What follows belongs to an exercise in optimizing a design on an open flow for small area; a production flow would make more cautious choices. Only simulation tests tie the RTL to the original design; equivalence was not proved. The flow treats the clock pin as an ideal source, which a real chip does not have. Power and IR drop assume default switching activity.

Setup of the reference run:
Design keyboard_instance, start of the top module:
module keyboard_instance(clk_50M,buzzer,RSTn,col,row,Digitron_Out,DigitronCS_Out,light,leds);
==> flow/config.mk <==
export PLATFORM = sky130hd
export DESIGN_NAME = keyboard_instance
export DESIGN_NICKNAME = keyboard_instance
export VERILOG_FILES = /design/flow/design.v
export SDC_FILE = /design/flow/constraint.sdc
export NUM_CORES = 4
export LEC_CHECK = 0
export CAP_MARGIN = 20
export CORE_MARGIN = 2
export CORE_UTILIZATION = 40
export SLEW_MARGIN = 20
==> flow/constraint.sdc <==
create_clock -name core_clock -period 10.0 [get_ports {clk_50M}]
set_input_delay 2.0000 -clock core_clock [delete_from_list [all_inputs] [get_ports {clk_50M}]]
set_output_delay 2.0000 -clock core_clock [all_outputs]
set_load 0.01 [all_outputs]
standard.sh (not shown) runs the stock make flow with config.mk's settings and CLKGATE_MAP_FILE= SYNTH_SCRIPT=/design/flow/synth_recipe.tcl, a recipe that flattens the netlist after the stock synthesis.
==> flow/flow/run.sh <==
#!/bin/bash
# Own layout flow: the standard flow (standard.sh) with
#  - synthesis as standard, but ABC mapping with an area script (flow/area.abc)
#  - port buffers of the smallest buffer cell
#  - clock tree of clkbuf_8 without dummy loads, then each clock buffer
#    downsized where the clock-pin slews stay well inside the limit
# Tool output: ORFS's logs under orfs/logs, make's output in flow_*.log and
# the clock-buffer step's output in shrink_clk.log, here.
set -euo pipefail
HERE=$(pwd)
export MY_ABC_SCRIPT=$HERE/flow/area.abc
ARGS=(SYNTH_SCRIPT=$HERE/flow/synth_area.tcl
  "BUFFER_PORTS_ARGS=-buffer_cell sky130_fd_sc_hd__buf_1"
  "CTS_ARGS=-sink_clustering_enable -repair_clock_nets -dont_use_dummy_load -buf_list {sky130_fd_sc_hd__clkbuf_8}")
bash standard.sh "${ARGS[@]}" cts > flow_cts.log 2>&1
RES=$HERE/orfs/results/sky130hd/keyboard_instance/base
PLATFORM_DIR=$FLOW_HOME/platforms/sky130hd RESULTS_DIR=$RES \
  openroad -no_init -exit $HERE/flow/shrink_clk.tcl > shrink_clk.log 2>&1
bash standard.sh "${ARGS[@]}" finish > flow_finish.log 2>&1
Other scripts of this flow, unchanged in this note and not shown: flow/flow/area.abc, flow/flow/shrink_clk.tcl, flow/flow/synth_area.tcl
Edits applied to the flow inputs when going from the reference run to the trial run:
--- a/flow/design.v
+++ b/flow/design.v
@@ -21,24 +21,23 @@
         else begin
             m5 <= (m5 == 3'd4) ? 3'd0 : m5 + 1'b1;
             if (s4)
                 v <= (v == V-1) ? 0 : v + 1'b1;
         end
     end
     assign row = ~(4'b0001 << v[1:0]);
     assign light = RSTn;
 endmodule
-module key_filter(clk,RSTn,valid,col,s9,v,kd);
+module key_filter(clk,RSTn,col,s9,v,kd);
     parameter V = 100;
     parameter VW = 7;
     input clk;
     input RSTn;
-    input valid;
     input [3:0] col;
     input s9;
     input [VW-1:0] v;
     output reg [4:0] kd;
     reg [15:0] P;
     reg [4:0] acc;
     reg first;
     wire samp   = s9;
     wire window = (v >= V-4);
@@ -53,28 +52,27 @@
                         (d_one && acc_in == 5'b00000) ? {1'b1, r, d_idx} : 5'b00001;
     wire wr = samp & window;
     wire [15:0] rot = {P[1:0], P[15:2]};
     always@(posedge clk)
         P <= wr ? {~col[1:0], rot[13:2], ~col[3:2]} : rot;
     always@(posedge clk)
         if(wr)
             acc <= acc_nx;
     always@(posedge clk or negedge RSTn) begin
-        if(!RSTn)
+        if(!RSTn) begin
             kd <= 5'b00000;
-        else if(tick)
-            kd <= first ? 5'b00000 : acc;
-    end
-    always@(posedge clk)
-        if(!valid)
             first <= 1'b1;
-        else if(tick)
+        end
+        else if(tick) begin
+            kd <= first ? 5'b00000 : acc;
             first <= 1'b0;
+        end
+    end
 endmodule
 module onehot2binary(clk,RSTn,valid,kd,p0,binary,tries,buzzer,switch);
     parameter KP = 50;               
     input clk;
     input RSTn;
     input valid;
     input [4:0] kd;
     input p0;
     output reg[11:0] binary;
@@ -238,39 +236,39 @@
                 cur_binary_n = kval;
         end
     end
 	always @(posedge clk or negedge RSTn) begin
       if (!RSTn) begin
         binary <= 12'b111111111111;
         tries <= 2'h0;
         chg <= 1'b0;
         start_conut <= 1'b0;
+        wrong_times <= 4'b0000;
         switch <= 1'b0;
       end else begin
         binary <= binary_n;
         tries <= tries_n;
         chg <= valid && act && kcur && (kval != cur_binary);
         start_conut <= start_conut_n;
+        wrong_times <= wrong_times_n;
         switch <= switch_n;
       end
     end
     always @(posedge clk) begin
         cur_binary <= cur_binary_n;
         if (!valid) begin
             times <= 2'b00;
             secrect <= 12'b001001000110;
             is_set <= 1'b0;
-            wrong_times <= 4'b0000;
         end else begin
             times <= times_n;
             secrect <= secrect_n;
             is_set <= is_set_n;
-            wrong_times <= wrong_times_n;
         end
     end
     always @(posedge clk)
         if (!valid || tick)
             k <= 6'd0;
         else if (start_conut && p0)
             k <= k + 1'b1;
     reg bz_n, act_n, suc_n, fail_n, cnt_n;
     reg c_inc, c_clr;
@@ -548,19 +546,18 @@
         .s0(s0),
         .row(row),
         .light(light),
         .v(v)
     );
     wire [4:0] kd;
     key_filter #(.V(V), .VW(VW)) U2(
         .clk(clk_50M),
         .RSTn(RSTn),
-        .valid(valid),
         .col(col),
         .s9(s9),
         .v(v),
         .kd(kd)
     );
     wire [11:0] data_disp;
     wire [1:0] tries;
     wire switch;
     wire p0 = s0 & (v == 0);
==> comparison <==
- On share of final-layout standard cells stronger than drive strength 1: between the reference run and the trial run, it ends up lower for the reference run.
- Total clock network power for the trial run: about 2% down relative to the reference run
- Delta (the trial run minus the reference run): worst setup slack went down by 0.22 ns, power in combinational cells went down by 10%, number of antenna repair diodes went up by 1, total nets after synthesis went down by 0.75%, sequential share of layout area went up by 0.23 points.
- In the metrics for the reference run and the trial run, the one carrying the lower total power is the trial run.
- Taking the reference run as the reference point, the gate count of the mapped netlist of the trial run falls by 0.78%.
- Relative to the reference run, non-clock buffer count has gone up in the trial run.
- The unique cell type count in the Yosys netlist number comes out lower for the trial run vs the reference run.

==> what the ideal ports hide <==
No port has a modelled driver above. Below, the same layouts with a new extraction and two added sets of constraints. Step 1 sets driving cells, clkbuf_16 on the clock port and buf_2 on the other inputs (assumed; they add their load-dependent delay and slew). Step 2 adds t to the input delays and takes it off the output delays; t is the mean of the earliest and latest rising clock arrival at the registers after step 1. Input paths then give back, and output paths get back, about the clock's delay inside the block. a / b / c = no drivers / after step 1 / after step 2; a / b = the first two.
| run | shift t [ns] | slack for setup (ns) | hold WS [ns] | slew at the worst register clock pin (ns) |
|---|---|---|---|---|
| the reference run | 0.459 | 4.580 / 4.540 / 4.999 | 0.309 / 0.309 / 0.309 | 0.11 / 0.11 |
| the trial run | 0.580 | 4.365 / 4.328 / 4.908 | 0.336 / 0.336 / 0.336 | 0.10 / 0.10 |
After both steps every run listed still meets setup and hold.
